Source: an optimization exercise on an open RTL-to-GDS flow (aim: small area and a short achievable clock period). Production flows keep margins and buffers that such runs may drop. The RTL was checked by simulation tests, not by an equivalence proof against the original design. Power and IR drop assume default switching activity.

`design/flow/run.sh`:
```
#!/bin/bash
# synth_recipe.tcl (not shown) runs the flow's synth.tcl, then flattens the netlist and writes it again
# the make line also repeats each setting of config.mk as NAME=value (left out here)
make -C /OpenROAD-flow-scripts/flow DESIGN_CONFIG=/design/flow/config.mk WORK_HOME=/design/flow/orfs CLKGATE_MAP_FILE= SYNTH_SCRIPT=/design/flow/synth_recipe.tcl finish
```
`design/flow/config.mk`:
```
export PLATFORM = sky130hd
export DESIGN_NAME = MVM_TOP
export DESIGN_NICKNAME = MVM_TOP
export VERILOG_FILES = /design/flow/design.v
export SDC_FILE = /design/flow/constraint.sdc
export NUM_CORES = 4
export LEC_CHECK = 0
export CAP_MARGIN = 20
export CORE_MARGIN = 2
export CORE_UTILIZATION = 40
export PLACE_DENSITY = 0.6
export SLEW_MARGIN = 20
```
`design/flow/constraint.sdc`:
```
create_clock -name core_clock -period 6.0 [get_ports {clk}]
set_input_delay 1.2000 -clock core_clock [delete_from_list [all_inputs] [get_ports {clk}]]
set_output_delay 1.2000 -clock core_clock [all_outputs]
set_load 0.01 [all_outputs]
```
`design/flow/design.v`:
```
module FSM
(
    input clk,
    input rst_n,
    input dat_vld,
    input wt_vld,
    input [10-1:0]height,
    input [10-4-1:0]Win_div_Tin,
    input [10-4-1:0]Wout_div_Tout,
    output loop_height_start, 
    output loop_height_done,
    output loop_Win_div_Tin_max,
    output loop_Win_div_Tin_done,
    output Wout_div_Tout_done
);
reg [10-1:0]h_cnt;
wire h_cnt_is_max_now=(h_cnt==height-1);
wire h_cnt_will_update_now=dat_vld;
always @(posedge clk or negedge rst_n)
if(~rst_n)
    h_cnt<='d0;
else
    if(h_cnt_will_update_now)
    begin
        if(h_cnt_is_max_now)
            h_cnt<='d0;
        else
            h_cnt<=h_cnt+'d1;
    end
reg [10-1:0]Win_cnt;
wire Win_cnt_is_max_now=(Win_cnt==Win_div_Tin-1);
wire Win_cnt_will_update_now=h_cnt_is_max_now&h_cnt_will_update_now;
always @(posedge clk or negedge rst_n)
if(~rst_n)
    Win_cnt<='d0;
else
    if(Win_cnt_will_update_now)
    begin
        if(Win_cnt_is_max_now)
            Win_cnt<='d0;
        else
            Win_cnt<=Win_cnt+'d1;
    end
reg [10-1:0]Wout_cnt;
wire Wout_cnt_is_max_now=(Wout_cnt==Wout_div_Tout-1);
wire Wout_cnt_will_update_now=Win_cnt_is_max_now&Win_cnt_will_update_now;
always @(posedge clk or negedge rst_n)
if(~rst_n)
    Wout_cnt<='d0;
else
    if(Wout_cnt_will_update_now)
    begin
        if(Wout_cnt_is_max_now)
            Wout_cnt<='d0;
        else
            Wout_cnt<=Wout_cnt+'d1;
    end
assign loop_height_start=(h_cnt==0)&dat_vld; 
assign loop_height_done=h_cnt_is_max_now&dat_vld; 
assign loop_Win_div_Tin_max=Win_cnt_is_max_now&dat_vld;
assign loop_Win_div_Tin_done=Win_cnt_is_max_now&Win_cnt_will_update_now;
assign Wout_div_Tout_done=Wout_cnt_is_max_now&Wout_cnt_will_update_now;
endmodule
module generate_vld_shift #
(
	parameter DATA_WIDTH=256,
	parameter DEPTH=16
)
(
    input clk,
    input rst_n,
    input [DATA_WIDTH-1:0]data_in,
    output [DATA_WIDTH-1:0]data_out
);
reg [DATA_WIDTH-1:0]dat_reg[DEPTH-1:0];
always@(posedge clk or negedge rst_n) 
if(~rst_n)
    dat_reg[0]<=0;
else
    dat_reg[0]<=data_in;
genvar i;
generate
    for(i=1;i<DEPTH;i=i+1) 
    begin:shift
        always@(posedge clk or negedge rst_n) 
        if(~rst_n)
            dat_reg[i]<=0;
        else
            dat_reg[i]<=dat_reg[i-1];
    end
endgenerate
assign data_out=dat_reg[DEPTH-1];
endmodule
module Tin_acc #
(
	parameter DATA_WIDTH=256
)
(
	input clk,
    input[(DATA_WIDTH*16)-1:0] i_dat,
    output [(DATA_WIDTH+4)-1:0]o_dat  
);
reg signed [DATA_WIDTH-1:0] tp_sum  [(16/8)-1:0][8-1:0];
genvar i,j;
generate
    for(i=0;i<16/8;i=i+1)
    begin:dat_of_8Tin
        for(j=0;j<8;j=j+1)
        begin:dat_in8    
            always@(*)
            begin
                tp_sum[i][j]<=i_dat[(i*DATA_WIDTH*8+j*DATA_WIDTH)+DATA_WIDTH-1:(i*DATA_WIDTH*8+j*DATA_WIDTH)];
            end
        end
    end
endgenerate
reg signed  [DATA_WIDTH+1-1 :0] sum_1 [(16/8)-1:0];
reg signed  [DATA_WIDTH+1-1 :0] sum_2 [(16/8)-1:0];
reg signed  [DATA_WIDTH+1-1 :0] sum_3 [(16/8)-1:0];
reg signed  [DATA_WIDTH+1-1 :0] sum_4 [(16/8)-1:0];
reg signed  [DATA_WIDTH+2-1 :0] sum_5 [(16/8)-1:0];
reg signed  [DATA_WIDTH+2-1 :0] sum_6 [(16/8)-1:0];
reg signed  [DATA_WIDTH+3-1 :0] sum_7 [(16/8)-1:0];
reg signed [DATA_WIDTH+4-2-1:0] dat_out0;
reg signed [DATA_WIDTH+4-2-1:0] dat_out1;
reg signed [DATA_WIDTH+4-2-1:0] dat_out2;
reg signed [DATA_WIDTH+4-2-1:0] dat_out3;
reg signed [DATA_WIDTH+4-1-1:0] dat_out4;
reg signed [DATA_WIDTH+4-1-1:0] dat_out5;
reg signed [DATA_WIDTH+4-1:0] dat_out;
 generate
     for(i=0;i<(16/8);i=i+1)
     begin:acc  
         always @(posedge clk)
         begin
                 sum_1[i] <= $signed(tp_sum[i][0] ) + $signed(tp_sum[i][1]);
                 sum_2[i] <= $signed(tp_sum[i][2] ) + $signed(tp_sum[i][3]);
                 sum_3[i] <= $signed(tp_sum[i][4] ) + $signed(tp_sum[i][5]);
                 sum_4[i] <= $signed(tp_sum[i][6] ) + $signed(tp_sum[i][7]);
                 sum_5[i] <= $signed(sum_1[i]) + $signed(sum_2[i]);
                 sum_6[i] <= $signed(sum_3[i]) + $signed(sum_4[i]);
                 sum_7[i] <= $signed(sum_5[i]) + $signed(sum_6[i]);
         end
     end
endgenerate  
always @(posedge clk)    dat_out <= $signed(sum_7[0]) + $signed(sum_7[1]);       
assign o_dat=dat_out;
endmodule
module Single_MAC_array
(
	input clk,
    input [(8*16)-1:0]dat_in,  
    input [(8*16)-1:0]wt,       
    output [((8*2)+4)-1:0] dat_out     
);
reg [8-1:0] tp_dat_in[16-1:0];
reg [8-1:0] tp_wt_in[16-1:0];
(* use_dsp="yes" *)reg [(8*2)*16-1:0] mul_dat;
genvar i;
generate
    for(i=0;i<16;i=i+1)
    begin:split
        always@(*)
        begin
            tp_dat_in[i]<=dat_in[i*(8)+:8];
            tp_wt_in [i]<=wt[i*(8)+:8];
        end
        always@(posedge clk)
       mul_dat[i*((8*2))+:(8*2)] <= $signed(tp_dat_in[i]) * $signed(tp_wt_in[i]);
    end
endgenerate
Tin_acc #
(
	.DATA_WIDTH((8*2))
)u_Tin_acc
(
	.clk(clk),
    .i_dat(mul_dat),
    .o_dat(dat_out)
);
endmodule
module VMM
(
	input clk,
    input [(8*16)-1:0]i_dat,
    input [(8*16*2)-1:0]i_wt,
    output reg[((8*2)+4)*2-1:0] o_dat
);
reg [(8*16)-1:0]wt_reg[2-1:0];
genvar i;
generate
    for(i=0;i<2;i=i+1)
    begin:wt_split
        always@(*)
            wt_reg[i]<=i_wt[i*(8*16)+:8*16];
    end
endgenerate
wire [((8*2)+4)-1:0]dat_out[2-1:0];
generate
    for(i=0;i<2;i=i+1)
    begin:col
        Single_MAC_array u_Single_MAC_array
        (
            .clk(clk),
            .wt(wt_reg[i]),
            .dat_in(i_dat),    
            .dat_out(dat_out[i])
        );
        always@(*)
            o_dat[i*((8*2)+4)+:((8*2)+4)]<=dat_out[i];
    end
endgenerate
endmodule
module Accumulation
(
	input clk,
	input rst_n,
    input [5-1:0]shift,
	input In_height_loop_end,
	input In_acc_loop_max,
	input In_acc_and_height_loop_end,
	input [2*((8*2)+4)-1:0]dat_i,
	input dat_vld_i, 
	output dat_out_vld,
	output reg [8*2-1:0]dat_out
);
reg [2*((8*2)+10)-1:0]acc_mem[16-1:0];
reg [4-1:0]ptr;
reg load_new_data;
reg [2*((8*2)+10)-1:0]adder_out;
wire [2*((8*2)+10)-1:0]adder_in_0=load_new_data?0:acc_mem[ptr];
wire [2*((8*2)+4)-1:0]adder_in_1=dat_i;
integer i;
always @(*)
begin
    for(i=0;i<2;i=i+1)
        adder_out[((8*2)+10)*i+:((8*2)+10)]=
        $signed(adder_in_0[((8*2)+10)*i+:((8*2)+10)])
        +$signed(adder_in_1[((8*2)+4)*i+:((8*2)+4)]);
end
always @(posedge clk or negedge rst_n)
if(~rst_n)
    load_new_data<=1'b1;
else
    if(In_acc_and_height_loop_end & dat_vld_i)
        load_new_data<=1'b1;
    else
        if(In_height_loop_end & dat_vld_i)
            load_new_data<=1'b0;
always @(posedge clk or negedge rst_n)
if(~rst_n)
    ptr<='d0;
else
    if(In_height_loop_end & dat_vld_i)
        ptr<='d0;
    else
        if(dat_vld_i)
            ptr<=ptr+'d1;
always @(posedge clk)
if(dat_vld_i)
    acc_mem[ptr]<=adder_out;
reg [2*((8*2)+10)-1:0]adder_out_d;
always @(posedge clk or negedge rst_n)
if(~rst_n)
	adder_out_d<=0;
else
	adder_out_d<=adder_out;
reg [(8*2)+10-1:0]tp[2-1:0];
reg [(8*2)+10-1:0]tp1[2-1:0];
reg [(8*2)+10-1:0]tp2[2-1:0];
reg [1:0]round_dat[2-1:0];
reg [8-1:0]tp_sat_8bit[2-1:0];
always @(*)
begin
	for(i=0;i<2;i=i+1)
	begin
		tp[i]=adder_out_d[((8*2)+10)*i+:((8*2)+10)];
        tp1[i]=$signed(tp[i])>>>shift[5-2:0];
        round_dat[i]=((shift!=0)&&(tp1[i]!={1'b0, {((8*2)+10-1){1'b1}} }))?
                      {1'b0,tp[i][shift-1]}:0;
	end
end 
always @(posedge clk)
begin
	for(i=0;i<2;i=i+1)
	begin
        tp2[i]<=$signed(tp1[i])+$signed(round_dat[i]);
	end
end 
always @(posedge clk)
begin
	for(i=0;i<2;i=i+1)
	begin
        if( (tp2[i][(8*2)+10-1]) & (!(&tp2[i][((8*2)+10-2):(8-1)])) )  
            tp_sat_8bit[i]<={1'b1,{(8-1){1'b0}}}; 
        else
        begin
            if( (!tp2[i][(8*2)+10-1]) & (|tp2[i][((8*2)+10-2):(8-1)]) )  
                tp_sat_8bit[i]<={1'b0,{(8-1){1'b1}}}; 
            else
                tp_sat_8bit[i]<=tp2[i][(8-1):0];    
        end
	end
end
always @(posedge clk)
begin
	for(i=0;i<2;i=i+1)
        dat_out[8*i+:8]<=$signed(tp_sat_8bit[i]);
end      
generate_vld_shift #
(
	.DATA_WIDTH(1),
	.DEPTH(4)
)out_vld
(
    .clk(clk),
    .rst_n(rst_n),
    .data_in(dat_vld_i&In_acc_loop_max),
    .data_out(dat_out_vld)
);
endmodule
module MVM_TOP
(
	input clk,
	input rst_n,
    input [5-1:0]shift,  
    input [10-1:0]height,
    input [10-4-1:0]Win_div_Tin,
    input [10-4-1:0]Wout_div_Tout,
	input dat_vld,
	input [(8*16)-1:0]i_dat,
	input wt_vld,
	input [(8*16*2)-1:0]i_wt,
	output dat_out_vld,
	output [8*2-1:0]dat_out
);
wire loop_height_start;
wire loop_height_done;
wire loop_Win_div_Tin_max;
wire loop_Win_div_Tin_done;
wire Wout_div_Tout_done;
wire vmm_out_vld;
wire [((8*2)+4)*2-1:0] vmm_out;
FSM u_FSM
(
    .clk(clk),
    .rst_n(rst_n),
    .dat_vld(dat_vld),
    .wt_vld(wt_vld),
    .height(height),
    .Win_div_Tin(Win_div_Tin),
    .Wout_div_Tout(Wout_div_Tout),
    .loop_height_start(loop_height_start),
    .loop_height_done(loop_height_done),
    .loop_Win_div_Tin_max(loop_Win_div_Tin_max),
    .loop_Win_div_Tin_done(loop_Win_div_Tin_done),
    .Wout_div_Tout_done(Wout_div_Tout_done)
);
VMM u_VMM
(
    .clk(clk),
    .i_dat(i_dat),
    .i_wt(i_wt),
    .o_dat(vmm_out)
);
wire In_height_loop_end,In_acc_loop_max,In_acc_and_height_loop_end;
generate_vld_shift #
(
	.DATA_WIDTH(4),
	.DEPTH(4+1)
)vld
(
    .clk(clk),
    .rst_n(rst_n),
    .data_in({dat_vld,loop_height_done,loop_Win_div_Tin_max,loop_Win_div_Tin_done}),
    .data_out({vmm_out_vld, In_height_loop_end,In_acc_loop_max,In_acc_and_height_loop_end})
);
Accumulation u_Accumulation
(
    .clk(clk),
    .rst_n(rst_n),
    .shift(shift),
    .In_height_loop_end(In_height_loop_end),
    .In_acc_loop_max(In_acc_loop_max),
    .In_acc_and_height_loop_end(In_acc_and_height_loop_end),
    .dat_vld_i(vmm_out_vld),
    .dat_i(vmm_out),
    .dat_out_vld(dat_out_vld),
    .dat_out(dat_out)
);
endmodule
```
==> impl_metrics.json <==
{
  "status": "complete, no violations",
  "ctsLongestPathBuffers": 4,
  "finalPower_mw": 110,
  "worstPathArrival_ns": 6.20,
  "syn_nets": 19200,
  "synth_edf_count": 832,
  "drc_errors": 0,
  "syn_avg_cell_area_um2": 10.6,
  "reg2reg_from": "u_Accumulation.ptr[0]$_DFFE_PN0P_",
  "rsz0062_at_grt": "no",
  "drt_iter0_drc": 5762,
  "intPower_mw": 62.9,
  "layout-drive-gt1-share_pct": 11.2,
  "postSynth.asyncResetShare_pct": 4.90,
  "dr.pass1.iters": 5,
  "grt_usage_pct": 19.4,
  "tns_ns": 0,
  "timing.rr.end": "u_Accumulation.acc_mem[13][21]$_DFFE_PP_",
  "pwr-share-seq_pct": 25.9,
  "die_h_um": 646,
  "yosys.area.top_type": "fa_1",
  "dpl_cell_area_um2": 184000,
  "cts_sinks": 2061,
  "grt_remaining_overflow": 0,
  "fillCellCount": 38300,
  "drt-total-wl_um": 400000,
  "design.die.area_um2": 417000,
  "leakagePower_nw": 86.9,
  "relSlewSlack_pct": 28.0,
  "finalNetCount": 20700,
  "combPwrFrac_pct": 60.6,
  "ys_seq_area_share_pct": 30.4,
  "cts.repair.resized": 0,
  "ff2ff_setup_slack_ns": 0.77,
  "gp_congestion": 0.868,
  "critPathMaxFanout": 7,
  "yosys_warnings": 26,
  "crit_path_end_kind": "register",
  "critPathLaunchType": "input port",
  "initial_utilization_pct": 40.2,
  "cts_setup_buffers": 0,
  "tritoncts": "built",
  "grt_pass1_vias": 114000,
  "p_sw_share_pct": 42.6,
  "setup_ws_ns": 0.556,
  "fin_crit_ns": 5.44,
  "grt_pass1_wl_um": 639000,
  "path_class": "in -> reg",
  "multi_input_area_um2": 103000,
  "clkPwrFrac_pct": 13.5,
  "cts_made_buffers": 228,
  "rows": 235,
  "slew_violations": 0,
  "insertion_delay_ns": 0.96,
  "via_per_inst": 4.87,
  "pin_count": 432,
  "powerDensity_nw_per_um2": 572,
  "synthCells": 15500,
  "finalSetupViolations": 0,
  "ff2ff_path_depth": 16,
  "hold_buffers": 0,
  "worst_pin_slew_ns": 1.08,
  "final_area_um2": 192000,
  "portBuffers": 424,
  "synthesis.area_um2": 165000,
  "skew_ns": 0.117,
  "avgRoutedWirePerCell_um": 17.6,
  "die_w_um": 646,
  "synthDominantCellAreaShare_pct": 21.8,
  "largest-register": "u_Accumulation.acc_mem",
  "syn_to_final_growth_pct": 16.4,
  "cts.clk_slew.worst_paths_ns": 0.06,
  "hold_viol_final": 0,
  "cp-startpoint": "i_wt[160]",
  "synth_flop_cell": "dfxtp_1",
  "ant_nets": 0,
  "cp-endpoint": "u_VMM.col[1].u_Single_MAC_array.mul_dat[78]$_DFF_P_",
  "design.core.area_um2": 410000,
  "final-seq-area_um2": 50100,
  "dpl_worst_slack_ns": -0.262,
  "vias": 110000,
  "hp-class": "in -> async",
  "antenna_found_initial": 27,
  "ctsRootBufferMaster": "clkbuf_16",
  "htreeDepth": 4,
  "power_switching_mw": 46.7,
  "synth_seq_cells": 2061,
  "vdd_drop_max_mv": 0.461,
  "place.detailed.hpwl_um": 322000,
  "grt_max_degree": 53,
  "largest_registers": "u_Accumulation.acc_mem x832, u_VMM.col.u_Single_MAC_array.mul_dat x512, u_VMM.col.u_Single_MAC_array.u_Tin_acc.sum_7 x76",
  "max_freq_mhz": 184,
  "required_ns": 6.75,
  "synthTopCellsByArea": "fa_1, edfxtp_1, dfxtp_1",
  "synth.distinct_cells": 88,
  "largest_reg_flops": 832,
  "maxCapViolations": 0,
  "fin_crit_sh_pct": 90.7
}
## placed cells by master (no fill, tap or decap), types with 30 or more instances in the layout
cell	count
o2111ai_1	43
o21ai_0	302
a221oi_1	31
nand2b_1	90
fa_1	1792
a2111oi_0	57
o211ai_1	32
a21o_1	117
inv_1	2928
xnor2_1	796
o21bai_1	60
ha_1	1493
a21oi_1	423
edfxtp_1	832
o41a_1	36
mux2_2	50
buf_4	1071
clkbuf_8	31
a41o_1	35
clkbuf_16	233
clkbuf_1	32
mux2i_1	56
buf_12	37
a31oi_1	38
clkdlybuf4s50_1	419
nor2b_1	352
a211o_1	30
nand2_1	930
or3_1	41
nor3_1	260
o21a_1	97
and3_1	63
dfxtp_1	1128
a21boi_0	108
nor2_1	632
nand3_1	205
dfrtp_1	96
mux4_2	302
and2_1	1358
xor2_1	116
## metal layers
layer | wire length, µm | vias up | global-route usage, % | part of all wire [%]
met3 | 16900 | 456 | 2.13 | 4.2
met4 | 10400 | 20 | 4.77 | 2.6
met5 | 130 | - | 0 | 0.033
met1 | 177000 | 54500 | 25.9 | 44
met2 | 195000 | 1947 | 33.7 | 49
li1 | - | 53500 | - | -
## how the worst min path moves through the flow
| stage | from | endpoint | cells after the start |
|---|---|---|---|
| 3_5_place_dp | u_Accumulation.tp_sat_8bit[1][5]$_SDFF_PP0_ | u_Accumulation.dat_out[13]$_DFF_P_ | 0 |
| 3_3_place_gp | u_Accumulation.tp_sat_8bit[0][7]$_SDFF_PP1_ | u_Accumulation.dat_out[7]$_DFF_P_ | 0 |
| 5_1_grt | rst_n | u_Accumulation.out_vld.dat_reg[3]$_DFF_PN0_ | 1 |
| 4_1_cts | rst_n | vld.dat_reg[0][0]$_DFF_PN0_ | 1 |
| 6_report | rst_n | vld.dat_reg[0][0]$_DFF_PN0_ | 1 |
| 2_1_floorplan | u_Accumulation.tp_sat_8bit[0][0]$_SDFF_PP0_ | u_Accumulation.dat_out[0]$_DFF_P_ | 0 |
## synth_stat cells (25+ instances only)
cell	n
and2_1	1358
xnor2_1	811
o21a_1	97
or3_1	41
o31ai_1	29
o2111ai_1	43
fa_1	1792
mux2i_1	56
a221oi_1	31
o21bai_1	60
xor2_1	121
a41o_1	35
o22ai_1	25
mux4_2	302
nand3_1	205
a31oi_1	38
nor2b_1	352
a211o_1	30
and3_1	63
ha_1	1493
dfrtp_1	100
a21o_1	117
clkbuf_1	204
inv_1	2928
buf_1	37
dfxtp_1	1128
o41a_1	36
edfxtp_1	832
nor2_1	645
a2111oi_0	58
nor4_1	26
a21oi_1	423
o21ai_0	302
nor3_1	264
nand2_1	930
nand2b_1	90
a21boi_0	108
o211ai_1	32
mux2_2	50
## power by group through the flow
stage | Clock, mW | Combinational, mW | Sequential (mW)
6_report | 14.8 | 66.5 | 28.4
5_1_grt | 15.7 | 75.2 | 28.8
4_1_cts | 15.2 | 67.2 | 28.6
3_5_place_dp | 0 | 66.7 | 28.8
3_3_place_gp | 0 | 65.6 | 28.8
2_1_floorplan | 0 | 46.2 | 26.9
## final cells by class
type / instances / area share, %
timing repair buffer: 1529 / 6.77
inverter: 2932 / 5.74
multi-input combinational: 10300 / 53.6
sequential: 2061 / 26.1
clock inverter: 129 / 0.823
clock buffer: 298 / 3.33
tap: 5451 / 3.56
antenna: 15 / 0.0196
## worst max-delay path, stage by stage
cell and delay, ns:
clkdlybuf4s50_1 0.40, buf_4 0.18, buf_4 0.17, and2_1 0.16, ha_1 0.31, fa_1 0.47
ha_1 0.30, inv_1 0.06, fa_1 0.43, inv_1 0.07, ha_1 0.16, inv_1 0.06
fa_1 0.46, nor2b_1 0.13, o21ai_0 0.11, a21boi_0 0.27, o21ai_0 0.15, a21boi_0 0.26
o21ai_0 0.14, a21boi_0 0.29, nor4_1 0.09, a311o_1 0.32
## per-stage QoR
| stage | std cells | utilization [%] | hold WS [ns] |
|---|---|---|---|
| floorplan | 15500 | - | 0.310 |
| global placement | 22300 | 44.8 | 0.310 |
| detailed placement | 22300 | 44.8 | 0.312 |
| CTS | 22700 | 46.8 | 0.251 |
| global route | 22700 | 46.8 | 0.313 |
| finish | 22700 | 46.8 | 0.300 |
## logic make-up (layout without fill, tap and decap cells)
group	Yosys count	after routing	share of synthesized area [%]
simple gates	4058	4058	12.7
compound gates	1586	1586	6.44
mux	420	420	5.00
other cells	0	15	0
buf+inv	3194	4888	7.34
fa+ha+maj	3285	3285	33.1
flops	2061	2061	30.4
xor+xnor	932	932	4.96

==> separate check: timing with driven ports <==
The results above use ideal ports. As a check the final layout listed here was re-extracted and re-timed, cells and wires unchanged.
Step 1, drivers: a clkbuf_16 drives clk and a buf_2 each remaining input, both assumed.
Step 2, shift: input delay + t, output delay - t, t = (earliest + latest rising clock arrival at the registers) / 2. This alone moves slack from input paths to output paths.
a / b / c = ideal ports / drivers / drivers and shift; a / b = the first two.
t (ns): 1.019
slack for setup (ns): 0.556 / 0.646 / -0.373
clock arrival spread, ns: 0.122 / 0.122
worst register clock-pin slew, ns: 0.07 / 0.07
pins driven straight from the clock port: 1
With both steps, setup timing fails in this run, where it was met with ideal ports. For this run, drivers alone change the setup slack by +0.090 ns; drivers and shift together by -0.929 ns.
